Background: an optimization exercise with open tools, aiming at small area, a short achievable clock period and few clock cycles. Do not read the settings as production practice.
Only simulation tests tie the RTL to the original design; equivalence was not proved.

File: flow/run.sh
#!/bin/bash
# synth_recipe.tcl (not shown) runs the flow's synth.tcl, then flattens the netlist and writes it again
# the make line also repeats each setting of config.mk as NAME=value (left out here)
make -C /OpenROAD-flow-scripts/flow DESIGN_CONFIG=/design/flow/config.mk WORK_HOME=/design/flow/orfs CLKGATE_MAP_FILE= SYNTH_SCRIPT=/design/flow/synth_recipe.tcl finish
File: flow/design.v
`timescale 1ns/1ps
module kf_top
#(parameter W=24, parameter FRAC=14, parameter NR=40, parameter ADDRW=6)
(
  input              clk,
  input              rst_n,
  input              start,
  input  [W-1:0]     data_in,
  output reg         ready,
  output [W-1:0]     result_out,
  output reg         au_done
);
  localparam S_IDLE = 4'd0, S_LOAD = 4'd1, S_M1 = 4'd2, S_M2 = 4'd3,
             S_OP1  = 4'd4, S_OP2  = 4'd5, S_DIV = 4'd6, S_M3F = 4'd7,
             S_M4   = 4'd8, S_OP4  = 4'd9;
  reg [3:0]  st;
  reg [2:0]  lc;           
  reg [2:0]  mcnt;         
  reg        mfirst;       
  reg        px;           
  reg        xmv;          
  reg        innd;         
  reg        dvalid;       
  reg        dhi;          
  reg        dfirst;       
  reg        dsmall;        
  reg [3:0]  dcnt;         
  reg        accs;         
  reg        m3first;      
  reg [23:0] PHI, Q, R, X, Y, AR;
  reg [36:0] ACC;
  reg [23:0] REM;
  reg [3:0]  DG;
  assign result_out = X;
  function [2:0] top_digit;   
    input [22:0] v;
    begin
      if      (|v[22:20]) top_digit = 3'd5;
      else if (|v[19:16]) top_digit = 3'd4;
      else if (|v[15:12]) top_digit = 3'd3;
      else if (|v[11:8])  top_digit = 3'd2;
      else if (|v[7:4])   top_digit = 3'd1;
      else                top_digit = 3'd0;
    end
  endfunction
  wire [23:0] phi_pad = {1'b0, PHI[22:0]};
  reg  [3:0]  bdig;
  always @* begin
    case (mcnt)
      3'd0: bdig = phi_pad[3:0];
      3'd1: bdig = phi_pad[7:4];
      3'd2: bdig = phi_pad[11:8];
      3'd3: bdig = phi_pad[15:12];
      3'd4: bdig = phi_pad[19:16];
      default: bdig = phi_pad[23:20];
    endcase
  end
  wire        m3_step = dvalid;                  
  wire [3:0]  dig     = m3_step ? DG : bdig;
  wire [26:0] pp      = AR[22:0] * dig;
  wire        mz      = m3_step ? m3first : mfirst;
  wire [36:0] acc_in  = mz ? 37'd0 : ACC;
  wire [36:0] msum    = {acc_in[32:0], 4'b0} + {10'd0, pp};
  wire [22:0] mprod   = msum[36:14];
  reg  [23:0] sa_in, sb_in;
  reg         sub_op;
  always @* begin
    sub_op = 1'b0;
    case (st)
      S_OP1:   begin sa_in = {accs, ACC[36:14]}; sb_in = Q; end
      S_OP2:   begin sa_in = R;                  sb_in = Q; end
      S_OP4:   begin sa_in = {accs, ACC[36:14]}; sb_in = X; end
      default: begin sa_in = Y;                  sb_in = X; sub_op = 1'b1; end
    endcase
  end
  wire        sa  = sa_in[23];
  wire        sb  = sb_in[23] ^ sub_op;
  wire [22:0] ma  = sa_in[22:0];
  wire [22:0] mb  = sb_in[22:0];
  wire        esub = sa ^ sb;
  wire [23:0] s_add = {1'b0, ma} + {1'b0, mb};
  wire [23:0] s_ab  = {1'b0, ma} - {1'b0, mb};
  wire [22:0] s_ba  = mb - ma;
  reg  [23:0] smres;
  always @* begin
    if (!esub)
      smres = {sa & (|ma | |mb), s_add[23] ? 23'h7FFFFF : s_add[22:0]};
    else if (!s_ab[23])
      smres = {sa & (ma != mb), s_ab[22:0]};
    else
      smres = {~sa, s_ba};
  end
  wire [22:0] dmag = R[22:0];
  wire [24:0] t1  = {1'b0, REM} - {2'b0, dmag};
  wire        b1  = ~t1[24];
  wire [23:0] r1  = b1 ? {t1[22:0], 1'b0} : {REM[22:0], 1'b0};
  wire [24:0] t2  = {1'b0, r1} - {2'b0, dmag};
  wire        b2  = ~t2[24];
  wire [23:0] r2  = b2 ? {t2[22:0], 1'b0} : {r1[22:0], 1'b0};
  wire        qb1 = dsmall ? ~dfirst : b1;
  wire        qb0 = dsmall | b2;
  wire [22:0] den_m  = (smres[22:0] == 23'd0) ? 23'h7FFFFE : smres[22:0];
  wire        den_sm = (den_m[22:6] == 17'd0) && (!den_m[5] || den_m[4:0] == 5'd0);
  reg  [3:0]  dm;
  always @* begin
    if      (|den_m[22:21]) dm = 4'd10;
    else if (|den_m[20:19]) dm = 4'd9;
    else if (|den_m[18:17]) dm = 4'd8;
    else if (|den_m[16:15]) dm = 4'd7;
    else if (|den_m[14:13]) dm = 4'd6;
    else if (|den_m[12:11]) dm = 4'd5;
    else if (|den_m[10:9])  dm = 4'd4;
    else if (|den_m[8:7])   dm = 4'd3;
    else                    dm = 4'd2;
  end
  reg [23:0] rinit;
  always @* begin
    rinit = 24'd0;
    rinit[{dm, 1'b1}] = 1'b1;
  end
  wire [24:0] d2   = {1'b0, R[22:0], 1'b0};
  wire [24:0] pm4  = {Q[22:0], 2'b0};
  wire [2:0]  kest = (pm4 < {2'b0, R[22:0]}) ? 3'd2 :
                     ({2'b0, Q[22:0]} < d2)  ? 3'd3 : 3'd5;
  wire mfree1 = ~px | (mcnt == 3'd0);
  wire mfree2 = ~px | (mcnt <= 3'd1);
  wire dgo    = dhi ? mfree2 : mfree1;
  wire mstep = (st == S_M1) | (st == S_M2) | (st == S_M4) | px;
  always @(posedge clk) begin
    if (!rst_n) begin
      st <= S_IDLE; ready <= 1'b1; au_done <= 1'b0;
      px <= 1'b0; dvalid <= 1'b0; lc <= 3'd0; mfirst <= 1'b0; m3first <= 1'b0;
      xmv <= 1'b0; innd <= 1'b0;
    end else begin
      au_done <= 1'b0;
      if (mstep && !m3_step) begin
        ACC    <= msum;
        mcnt   <= mcnt - 3'd1;
        mfirst <= 1'b0;
      end
      if (m3_step) begin
        ACC     <= msum;
        m3first <= 1'b0;
        dvalid  <= 1'b0;
      end
      if (px && mcnt == 3'd0) begin
        px  <= 1'b0;
        X   <= {X[23] ^ PHI[23], mprod};
        if (st != S_OP1) AR <= Q;      
        xmv <= 1'b1;
      end
      case (st)
        S_IDLE: if (start) begin
          st <= S_LOAD; lc <= 3'd1; ready <= 1'b0;
        end
        S_LOAD: begin
          lc <= lc + 3'd1;
          case (lc)
            3'd1: PHI <= data_in;
            3'd2: Q   <= data_in;
            3'd3: R   <= data_in;
            3'd4: X   <= data_in;
            default: begin
              AR <= data_in; st <= S_M1;
              mcnt <= top_digit(PHI[22:0]); mfirst <= 1'b1;
              xmv <= 1'b0; innd <= 1'b0;
            end
          endcase
        end
        S_M1: begin
          if (mfirst) Y <= data_in;
          if (mcnt == 3'd0) begin
            AR <= {AR[23] ^ PHI[23], mprod};
            st <= S_M2; mcnt <= top_digit(PHI[22:0]); mfirst <= 1'b1;
          end
        end
        S_M2: if (mcnt == 3'd0) begin
          accs <= AR[23] ^ PHI[23];
          AR   <= X;
          st   <= S_OP1; mcnt <= top_digit(PHI[22:0]); mfirst <= 1'b1; px <= 1'b1;
        end
        S_OP1: begin
          Q  <= smres;
          st <= S_OP2;
        end
        S_OP2: begin
          if (xmv) AR <= Q;            
          R      <= {smres[23], den_m};
          REM    <= rinit;
          dcnt   <= 4'd13 - dm;
          dhi    <= ~dm[0];
          DG     <= 4'd0;
          dfirst <= 1'b1;
          dsmall  <= den_sm;
          m3first <= 1'b1;
          st     <= S_DIV;
        end
        S_DIV: begin
          if (xmv && !innd) begin
            Y    <= smres;
            innd <= 1'b1;
          end
          if (dgo) begin
            REM    <= r2;
            dfirst <= 1'b0;
            dhi    <= ~dhi;
            if (dhi) DG[3:2] <= {qb1, qb0};
            else begin DG[1:0] <= {qb1, qb0}; dvalid <= 1'b1; end
            dcnt <= dcnt - 4'd1;
            if (dcnt == 4'd0) st <= S_M3F;
          end
        end
        S_M3F: begin
          PHI  <= {AR[23] ^ R[23], mprod};
          AR   <= Y;
          mcnt <= kest; mfirst <= 1'b1;
          st   <= S_M4;
        end
        S_M4: if (mcnt == 3'd0) begin
          accs <= AR[23] ^ PHI[23];
          st   <= S_OP4;
        end
        S_OP4: begin
          X <= smres;
          ready <= 1'b1; au_done <= 1'b1;
          st <= S_IDLE;
        end
        default: st <= S_IDLE;
      endcase
    end
  end
endmodule
File: flow/constraint.sdc
create_clock -name core_clock -period 10.0 [get_ports {clk}]
set_input_delay 2.0000 -clock core_clock [delete_from_list [all_inputs] [get_ports {clk}]]
set_output_delay 2.0000 -clock core_clock [all_outputs]
set_load 0.01 [all_outputs]
File: flow/config.mk
export PLATFORM = sky130hd
export DESIGN_NAME = kf_top
export DESIGN_NICKNAME = kf_top
export VERILOG_FILES = /design/flow/design.v
export SDC_FILE = /design/flow/constraint.sdc
export NUM_CORES = 4
export LEC_CHECK = 0
export CAP_MARGIN = 20
export CORE_MARGIN = 2
export CORE_UTILIZATION = 40
export PLACE_DENSITY = 0.6
export SETUP_SLACK_MARGIN = 5
export SLEW_MARGIN = 20
==> reports/metrics.csv, run 1 <==
stage,metric,value,unit
logic_synthesis,synth_top_area_cell,edfxtp_1,
logic_synthesis,synth_compound_area_share,25.0,%
sta,finalHoldViolCount,0,
finish,fillers,5565,
clocking,cts_root_buf,clkbuf_16,
logic_synthesis,synthAdderAreaFrac,15.4,%
placement,post-place-ws,2.43,ns
run,maxCapViolCount,0,
floorplan,core_area,61700,µm²
sta,drv_slew,0,
drt,route.detailed.drc,0,
drt,ant_nets,0,
placement,place_inst,3749,
placement,place_area,26800,µm²
drt,drt_iter0_drc,3369,
drt,vias_per_cell,6.46,
logic_synthesis,synth_cell_types,107,
floorplan,ios,53,
grt,grt_start_max_net_pins,55,
logic_synthesis,synth-simple-area-share,18.7,%
logic_synthesis,synth_area,24900,µm²
setup_path,critPathBufInv,4,
sta,fmax,149,MHz
drt,firstDrtPassIters,7,
sta,setup_ws,3.29,ns
logic_synthesis,ys.flop_type,edfxtp_1,
setup_path,crit_path_start_kind,flip-flop,
floorplan,fp.dieW,254,µm
logic_synthesis,synth_seq_cells,234,
setup_path,slowest_stage,fa_1,
logic_synthesis,syn-num-nets,3243,
drt,vias,26562,
setup_path,critical_path_class,flip-flop to flip-flop,
sta,setup_violations,0,
logic_synthesis,synth_xor_area_share,3.30,%
logic_synthesis,yosys-top-cells-area,"edfxtp_1 (26%), ha_1 (10%), fa_1 (5.3%), o21ai_0 (5.1%), nand2_1 (4.9%)",
logic_synthesis,synth.area.mux_share,4.06,%
status,status,finished clean,
floorplan,die_h,254,µm
finish,stdcell_count,4111,
placement,place_congestion,1.03,
logic_synthesis,ys_async_sr_fraction,0,%
clocking,clkTransAtPathRegs,0.06,ns
logic_synthesis,syn_area_per_cell,8.45,µm²
floorplan,dieArea,64300,µm²
floorplan,initial_utilization,40.4,%
setup_path,end_kind,flip-flop,
logic_synthesis,yosysWarningCount,1,
clocking,hold_buffers,0,
drt,wl_per_cell,28.3,µm
placement,place.detailed.hpwl,84500,µm
sta,tightestPinTransition,1.03,ns
setup_path,crit_fanout,6,
setup_path,cp.arrival,7.15,ns
logic_synthesis,synth_top_family_by_area,compound AO/OA/AOI/OAI gates,
drt,routed_wl,116000,µm
grt,grt_pass1_wl,167000,µm
hold_path,hold_path.class,flip-flop to flip-flop,
setup_path,required,10.44,ns
sta,grt_setup_unrepaired,yes,
sta,min_period,6.71,ns
clocking,clock_sinks,234,
grt,grt_overflow,0,
logic_synthesis,yosysTopAreaCellShare,26.4,%
finish,nets,3543,
grt,grt_usage,35.1,%
grt,grt_antenna_before_repair,4,
setup_path,cp_slowest_stage_delay,0.51,ns
setup_path,crit_top_cell,fa_1,
clocking,cts_buffer_depth,3,
finish,area_growth,32.8,%
finish,finalInstanceArea,33100,µm²
sta,fin_crit_sh,67.1,%
placement,portBuffers,52,
sta,fin_skew,0.0420,ns
finish,final_core_util,53.6,%
logic_synthesis,synth_edf_count,219,
setup_path,critPathTopFamily,compound AO/OA/AOI/OAI gates,
clocking,cts_buffers,31,
grt,grt_pass1_vias,25067,
sta,setup_tns,0,ns
clocking,clock_latency,0.63,ns
finish,drive_gt1_share,27.9,%
sta,relSlewSlack,30.8,%
logic_synthesis,synth_seq_area_share,27.6,%
logic_synthesis,netlist_instances,2949,
clocking,cts_tree,built,
clocking,cts_max_level,1,
floorplan,rows,91,
[routing by layer]
metal / vias up / track usage [%] / wire, µm
li1: 11383 / - / -
met1: 12921 / 47.2 / 45500
met2: 1815 / 53.4 / 49800
met3: 439 / 7.91 / 13500
met4: 4 / 16.7 / 7410
met5: - / 0 / 63
[sequential cells by signal (all words and copies together) (netlist names), 3 cells and up, named ones only]
register / flops
AR: 24
DG: 4
Q: 24
REM: 23
X: 24
R: 24
PHI: 24
lc: 3
ACC: 37
st: 4
Y: 24
mcnt: 3
dcnt: 4
[area by class of cell]
| type | instances | area [µm²] | area share (%) |
|---|---|---|---|
| clock inverter | 18 | 206 | 0.624 |
| antenna | 1 | 2.50 | 0.00756 |
| inverter | 229 | 876 | 2.65 |
| tap | 837 | 1050 | 3.16 |
| timing repair buffer | 415 | 3830 | 11.6 |
| multi-input combinational | 2338 | 19400 | 58.7 |
| sequential | 234 | 6890 | 20.8 |
| clock buffer | 39 | 806 | 2.43 |
[final timing paths]
check	from	to	slack, ns	depth (start not counted)
setup / recovery	mcnt[0]$_DFFE_PP_	AR[14]$_DFFE_PP_	3.29	27
hold / removal	ready$_SDFFE_PN1P_	ready$_SDFFE_PN1P_	0.48	2
setup reg to reg	mcnt[0]$_DFFE_PP_	AR[14]$_DFFE_PP_	3.29	27
hold reg to reg	ready$_SDFFE_PN1P_	ready$_SDFFE_PN1P_	0.48	2
[cells by family after synthesis]
family | Yosys count
AOI/OAI and AO/OA | 944
and+or+nand+nor | 934
buffers and inverters | 379
adders and majority gates | 267
DFF | 234
muxes | 97
xor gates and xnor gates | 94
[repair_timing]
action                                  in CTS  in global routing
gates cloned                                 9                  0
gates resized for setup                    383                202
endpoints found under the setup margin     200                174
pin swaps                                  140                120
buffers inserted                           212                 83
[stage by stage]
stage	hold slack (ns)
final	0.476
after global routing	0.513
after CTS	0.481
after detailed placement	0.472
after global placement	0.467
after floorplan	0.453
[cell usage after synthesis (35+ instances only)]
library cell and number:
nor3_1 49, and2_1 110, nor2_1 199, clkbuf_1 122, o21ai_0 256, edfxtp_1 219, a21o_1 52, a21oi_1 210
inv_1 227, xor2_1 37, nand2_1 327, nor2b_1 35, xnor2_1 57, a22oi_1 45, fa_1 66, ha_1 201
mux2i_1 76
[placed cells by master, fill, tap and decap left out, types with 17 or more instances in the layout]
master	count
edfxtp_1	219
ha_1	162
o21ai_2	25
buf_6	71
nor2_1	170
nor3_1	37
ha_4	27
clkdlybuf4s50_1	51
nand4_1	19
o21ai_1	38
a22oi_1	23
o21bai_1	17
nor2b_1	22
a21oi_1	159
nand2_1	301
a21oi_2	52
xnor2_1	43
xor2_1	28
nand3_1	28
buf_4	267
inv_2	17
a22oi_2	22
clkbuf_16	31
nand2b_1	21
inv_1	207
a21o_1	51
and2_1	100
mux2i_1	61
fa_1	63
o211ai_1	33
o21ai_0	185
o21a_1	29
a21oi_4	20
o221ai_1	17
or3_1	17
[worst reg2reg max path, delay by kind of cell, from the launching register on]
kind / cells / cell delay (ns)
fa+ha+maj: 5 / 1.90
buf+inv: 4 / 0.61
xor+xnor: 1 / 0.28
compound gates: 14 / 2.76
flops: 1 / 0.46
simple gates: 3 / 0.52
Testbench counts, summed over its fixed seeds: cycles 9,492.
==> run 2: changes to the inputs <==
--- a/flow/config.mk
+++ b/flow/config.mk
@@ -5,6 +5,7 @@
 export SDC_FILE = /design/flow/constraint.sdc
 export NUM_CORES = 4
 export LEC_CHECK = 0
+export ABC_CLOCK_PERIOD_IN_PS = 4000
 export CAP_MARGIN = 20
 export CORE_MARGIN = 2
 export CORE_UTILIZATION = 40
==> run 2 against run 1 <==
Against the previous run:
- via count unchanged
- non-clock buffer count unchanged
- synthesized cell count stayed put
- global-route usage unchanged
- sequential share of layout area stayed put
- setup slack is the same
- still clean on timing, DRC and antenna
- first-iteration DRC count did not move
==> reports/metrics.csv, run 2 <==
stage,metric,value,unit
status,status,finished clean,
placement,post-place-ws,2.43,ns
finish,fillers,5565,
clocking,cts_buffers,31,
hold_path,min_to,ready$_SDFFE_PN1P_,
hold_path,hold_path.class,flip-flop to flip-flop,
clocking,clkTransAtPathRegs,0.06,ns
setup_path,cp_slowest_stage_delay,0.51,ns
placement,place_congestion,1.03,
logic_synthesis,synth_edf_count,219,
finish,largest_register,ACC,
setup_path,r2r_cells,27,
sta,hold_slack,0.476,ns
placement,place.detailed.hpwl,84500,µm
setup_path,cp.arrival,7.15,ns
logic_synthesis,yosys-top-cells-area,"edfxtp_1 (26%), ha_1 (10%), fa_1 (5.3%), o21ai_0 (5.1%), nand2_1 (4.9%)",
logic_synthesis,syn_area_per_cell,8.45,µm²
finish,final_core_util,53.6,%
logic_synthesis,ys.flop_type,edfxtp_1,
drt,drt_iter0_drc,3369,
finish,register_area,6890,µm²
floorplan,fp.dieW,254,µm
sta,tightestPinTransition,1.03,ns
drt,firstDrtPassIters,7,
logic_synthesis,synth_seq_area_share,27.6,%
setup_path,critical_path_class,flip-flop to flip-flop,
sta,setup_tns,0,ns
clocking,hold_buffers,0,
finish,final_cell_mix,"nand2_1 (301), buf_4 (267), edfxtp_1 (219), inv_1 (207), o21ai_0 (185)",
setup_path,startpoint,mcnt[0]$_DFFE_PP_,
drt,route.detailed.drc,0,
logic_synthesis,yosysWarningCount,1,
finish,drive_gt1_share,27.9,%
sta,fmax,149,MHz
sta,finalHoldViolCount,0,
logic_synthesis,yosysMostFrequentCell,nand2_1,
setup_path,r2r_slack,3.29,ns
logic_synthesis,syn-num-nets,3243,
drt,routed_wl,116000,µm
logic_synthesis,netlist_top_cells_count,"nand2_1 (327), o21ai_0 (256), inv_1 (227), edfxtp_1 (219), a21oi_1 (210)",
clocking,cts_max_level,1,
setup_path,crit_path_start_kind,flip-flop,
finish,nets,3543,
logic_synthesis,synth_top_area_cell,edfxtp_1,
clocking,cts_tree,built,
grt,grt_antenna_before_repair,4,
setup_path,crit_fanout,6,
logic_synthesis,synth_seq_cells,234,
clocking,cts_buffer_depth,3,
grt,grt_pass1_wl,167000,µm
grt,grt_start_max_net_pins,55,
clocking,clock_latency,0.63,ns
sta,fin_skew,0.0420,ns
floorplan,rows,91,
hold_path,hold_path.startpoint,ready$_SDFFE_PN1P_,
floorplan,dieArea,64300,µm²
floorplan,ios,53,
sta,setup_ws,3.29,ns
finish,multi_input_area,19400,µm²
setup_path,crit_top_cell,fa_1,
logic_synthesis,synth_cell_types,107,
finish,area_growth,32.8,%
drt,vias,26562,
sta,setup_violations,0,
floorplan,die_h,254,µm
finish,layout_commonest_cell,nand2_1,
sta,drv_slew,0,
logic_synthesis,ys_async_sr_fraction,0,%
hold_path,hold_path_depth,2,
grt,grt_usage,35.1,%
setup_path,end_kind,flip-flop,
logic_synthesis,yosysTopAreaCellShare,26.4,%
clocking,clock_sinks,234,
setup_path,r2r-start,mcnt[0]$_DFFE_PP_,
finish,largest_register_ffs,37,
setup_path,required,10.44,ns
sta,fin_crit_sh,67.1,%
setup_path,slowest_stage,fa_1,
grt,grt_pass1_vias,25067,
logic_synthesis,synth_area,24900,µm²
logic_synthesis,netlist_instances,2949,
sta,grt_setup_unrepaired,yes,
sta,min_period,6.71,ns
sta,relSlewSlack,30.8,%
drt,vias_per_cell,6.46,
floorplan,initial_utilization,40.4,%
floorplan,core_area,61700,µm²
grt,grt_overflow,0,
drt,ant_nets,0,
setup_path,r2r-end,AR[14]$_DFFE_PP_,
run,maxCapViolCount,0,
drt,wl_per_cell,28.3,µm
clocking,cts_root_buf,clkbuf_16,
placement,portBuffers,52,
==> run 2: routing by layer <==
layer  wire length (µm)  vias to the layer above  global-route usage [%]
met5                 63                        -                       0
met4               7410                        4                    16.7
met3              13500                      439                    7.91
met2              49800                     1815                    53.4
met1              45500                    12921                    47.2
li1                   -                    11383                       -
==> run 2: how the worst max path moves through the flow <==
stage / slack (ns) / endpoint / depth (start not counted)
after floorplan: 3.88 / X[22]$_DFFE_PP_ / 27
after global placement: 2.60 / dcnt[3]$_DFFE_PP_ / 23
after detailed placement: 2.43 / dcnt[3]$_DFFE_PP_ / 19
after CTS: 3.23 / X[22]$_DFFE_PP_ / 26
after global routing: 3.10 / X[22]$_DFFE_PP_ / 26
final: 3.29 / AR[14]$_DFFE_PP_ / 27
==> run 2: final cells by class <==
class / instances / share of cell area, %
well taps: 837 / 3.16
inverters: 229 / 2.65
clock buffers: 39 / 2.43
flip-flops and latches: 234 / 20.8
multi-input cells: 2338 / 58.7
repair buffers: 415 / 11.6
clock inverters: 18 / 0.624
diodes: 1 / 0.00756
==> run 2: through the flow <==
| stage | std cells | area (µm²) |
|---|---|---|
| after floorplan | 2949 | 25400 |
| after global placement | 3749 | 26800 |
| after detailed placement | 3749 | 26800 |
| after CTS | 4027 | 31400 |
| after global routing | 4110 | 33100 |
| final | 4111 | 33100 |
==> run 2: logic make-up after synthesis <==
family          count (synthesis)  synth area share [%]
xor+xnor                       94                  3.30
mux                            97                  4.06
simple gates                  934                  18.7
flops                         234                  27.6
compound gates                944                  25.0
buf+inv                       379                  5.97
fa+ha+maj                     267                  15.4
==> run 2: worst max-delay path, delay by kind of cell (launching register included) <==
| kind | cells | cell delay [ns] |
|---|---|---|
| adder cells (fa/ha/maj) | 5 | 1.90 |
| buffers and inverters | 4 | 0.61 |
| flip-flops | 1 | 0.46 |
| AND/OR/NAND/NOR | 3 | 0.52 |
| XOR/XNOR | 1 | 0.28 |
| AO/OA/AOI/OAI | 14 | 2.76 |
==> run 2: repair_timing <==
item	in CTS	in global routing
cloned	9	0
endpoints found under the setup margin	200	174
setup buffers	212	83
gates resized for setup	383	202
pin swaps	140	120
==> run 3: changes to the inputs <==
==> flow/config.mk (replaced) <==
export PLATFORM = sky130hd
export DESIGN_NAME = kf_top
export DESIGN_NICKNAME = kf_top
export VERILOG_FILES = /design/flow/design.v
export SDC_FILE = /design/flow/constraint.sdc
export NUM_CORES = 4
export LEC_CHECK = 0
export CAP_MARGIN = 20
export CORE_MARGIN = 2
export CORE_UTILIZATION = 40
export PLACE_DENSITY = 0.6
export SLEW_MARGIN = 20
==> run 3 against run 2 <==
Against the previous run:
- still clean
- non-clock buffer count is 302 lower
- sequential share of layout area is 4.3 points higher
- area after synthesis unchanged
- setup slack worse by 3.0 ns
- global-route usage decreased by 1.6 points
- die area unchanged
- flip-flop and latch count stayed put
- clock skew down 0.0060 ns
- first-iteration DRC count fell by 7.2%
- critical endpoint is now R[8]$_DFFE_PP_
- largest cell class unchanged
==> reports/metrics.csv, run 3 <==
stage,metric,value,unit
run,maxCapViolCount,0,
logic_synthesis,ys.flop_type,edfxtp_1,
setup_path,crit_top_cell,a21oi_2,
floorplan,ios,53,
logic_synthesis,netlist_instances,2949,
setup_path,required,10.37,ns
finish,layout_commonest_cell,nand2_1,
finish,nets,3239,
logic_synthesis,yosysMostFrequentCell,nand2_1,
setup_path,end_kind,flip-flop,
placement,portBuffers,52,
sta,setup_tns,0,ns
finish,area_growth,10.0,%
finish,finalInstanceArea,27400,µm²
clocking,clock_latency,0.61,ns
grt,grt_overflow,0,
logic_synthesis,ys_async_sr_fraction,0,%
setup_path,cp_slowest_stage_delay,1.24,ns
floorplan,die_h,254,µm
logic_synthesis,synth_seq_area_share,27.6,%
logic_synthesis,synth_seq_cells,234,
clocking,cts_buffer_depth,3,
logic_synthesis,syn_area_per_cell,8.45,µm²
sta,grt_setup_unrepaired,no,
status,status,finished clean,
placement,place_area,26400,µm²
hold_path,hold_path.class,flip-flop to flip-flop,
clocking,hold_buffers,0,
grt,grt_antenna_before_repair,13,
finish,final_cell_mix,"nand2_1 (327), o21ai_0 (251), inv_1 (226), edfxtp_1 (219), a21oi_1 (209)",
logic_synthesis,yosysTopAreaCellShare,26.4,%
clocking,cts-resized-gates,0,
setup_path,path_cells,"nor2b_1, nand2_1, o21ai_0, inv_1, ha_1, nand2b_1, a31o_2, o211a_1, a21oi_2, o211ai_1, o22ai_2, nand2_1, o221ai_2, nand4b_1, or3b_1, nor4_4, a21oi_2, buf_4, a21oi_2",
sta,fin_crit_sh,96.6,%
clocking,clkTransAtPathRegs,0.06,ns
finish,drive_gt1_share,7.41,%
clocking,clock_sinks,234,
sta,relSlewSlack,14.0,%
logic_synthesis,yosys-top-cells-area,"edfxtp_1 (26%), ha_1 (10%), fa_1 (5.3%), o21ai_0 (5.1%), nand2_1 (4.9%)",
clocking,cts_tree,built,
sta,setup_ws,0.339,ns
finish,largest_register_ffs,37,
floorplan,dieArea,64300,µm²
grt,grt_start_max_net_pins,60,
finish,largest_register,ACC,
clocking,cts_max_level,1,
sta,fin_skew,0.0360,ns
floorplan,fp.dieW,254,µm
drt,drt_iter0_drc,3128,
logic_synthesis,netlist_top_cells_count,"nand2_1 (327), o21ai_0 (256), inv_1 (227), edfxtp_1 (219), a21oi_1 (210)",
logic_synthesis,synth_area,24900,µm²
drt,vias_per_cell,6.49,
grt,grt_pass1_vias,23634,
placement,place_congestion,1.05,
grt,grt_pass1_wl,160000,µm
logic_synthesis,synth_cell_types,107,
clocking,cts_buffers,31,
setup_path,critPathTopFamily,compound AO/OA/AOI/OAI gates,
drt,route.detailed.drc,0,
floorplan,initial_utilization,40.4,%
drt,firstDrtPassIters,7,
setup_path,crit_fanout,26,
floorplan,rows,91,
setup_path,slowest_stage,o21ai_0,
setup_path,crit_path_start_kind,flip-flop,
floorplan,core_area,61700,µm²
drt,routed_wl,109000,µm
clocking,cts_root_buf,clkbuf_16,
drt,vias,24742,
logic_synthesis,synth_edf_count,219,
grt,grt_usage,33.5,%
logic_synthesis,yosysWarningCount,1,
sta,drv_slew,0,
sta,fmax,104,MHz
clocking,cts_setup_buffers,0,
logic_synthesis,syn-num-nets,3243,
sta,setup_violations,0,
setup_path,critPathBufInv,2,
setup_path,cp.arrival,10.04,ns
drt,ant_nets,0,
sta,finalHoldViolCount,0,
sta,tightestPinTransition,1.28,ns
placement,post-place-ws,0.829,ns
setup_path,critical_path_class,flip-flop to flip-flop,
logic_synthesis,synth_top_area_cell,edfxtp_1,
sta,min_period,9.66,ns
placement,place.detailed.hpwl,85000,µm
drt,wl_per_cell,28.6,µm
## run 3: cell counts after synthesis
No cell type changed its count.
## run 3: through the flow
step,util [%],hold slack [ns],cells
6_report,44.4,0.490,3815
5_1_grt,44.4,0.520,3810
4_1_cts,44.4,0.501,3806
3_5_place_dp,42.9,0.491,3748
3_3_place_gp,42.8,0.467,3746
2_1_floorplan,-,0.453,2949
## run 3: layout make-up
| cell class | instances | area (µm²) |
|---|---|---|
| fillers | 6129 | 34300 |
| multi-input cells | 2336 | 16700 |
| flip-flops and latches | 234 | 6880 |
| well taps | 837 | 1050 |
| repair buffers | 113 | 980 |
| inverters | 229 | 860 |
| clock buffers | 45 | 838 |
| clock inverters | 13 | 114 |
| diodes | 8 | 20.0 |
## run 3: worst register-to-register path: stages, from the launching register on
cell and delay (ns):
dfxtp_1 1.10, nor2b_1 0.49, nand2_1 0.73, o21ai_0 1.27, inv_1 0.11, ha_1 0.52, nand2b_1 0.10, a31o_2 0.30
o211a_1 0.25, a21oi_2 0.31, o211ai_1 0.33, o22ai_2 0.51, nand2_1 0.57, o221ai_2 0.85, nand4b_1 0.22, or3b_1 0.60
nor4_4 0.37, a21oi_2 0.10, buf_4 0.33, a21oi_2 0.35
## run 3: worst paths after layout
kind         depth (start not counted)          startpoint  slack (ns)            endpoint
max reg2reg                         19  st[0]$_SDFFE_PN0P_        0.34      R[8]$_DFFE_PP_
min                                  2  ready$_SDFFE_PN1P_        0.49  ready$_SDFFE_PN1P_
max                                 19  st[0]$_SDFFE_PN0P_        0.34      R[8]$_DFFE_PP_
min reg2reg                          2  ready$_SDFFE_PN1P_        0.49  ready$_SDFFE_PN1P_
## run 3: logic make-up (layout without fill, tap and decap cells)
group | after synthesis | after routing | share of synthesized area (%)
buffers and inverters | 379 | 400 | 5.97
and+or+nand+nor | 934 | 934 | 18.7
AOI/OAI and AO/OA | 944 | 944 | 25.0
adders and majority gates | 267 | 267 | 15.4
DFF | 234 | 234 | 27.6
other | 0 | 8 | 0
muxes | 97 | 97 | 4.06
xor gates and xnor gates | 94 | 94 | 3.30
## run 3: layer usage
metal | part of all wire [%] | GRT usage, %
met5 | 0.020 | 0
met4 | 5.3 | 15.7
met1 | 41 | 45.2
met3 | 11 | 6.90
met2 | 43 | 51.3

## re-timing with driven ports
The results above use ideal ports. As a check the final layouts listed here were re-extracted and re-timed, cells and wires unchanged. Step 1 sets driving cells, clkbuf_16 on the clock port and buf_2 on the other inputs (assumed; they add their load-dependent delay and slew). Step 2 also shifts input and output timing later by t, the mid clock arrival at the registers, as if the neighbouring blocks saw the same clock. Three values: ideal ports, drivers, drivers and shift; two values: the first two.
| run | t (ns) | slack for setup (ns) | worst slew at a driven data input, ns |
|---|---|---|---|
| run 1 | 0.672 | 3.290 / 3.290 / 3.290 | 0.07 |
| run 2 | 0.672 | 3.290 / 3.290 / 3.290 | 0.07 |
| run 3 | 0.652 | 0.339 / 0.339 / 0.339 | 0.09 |
After both steps every run listed still meets setup and hold.
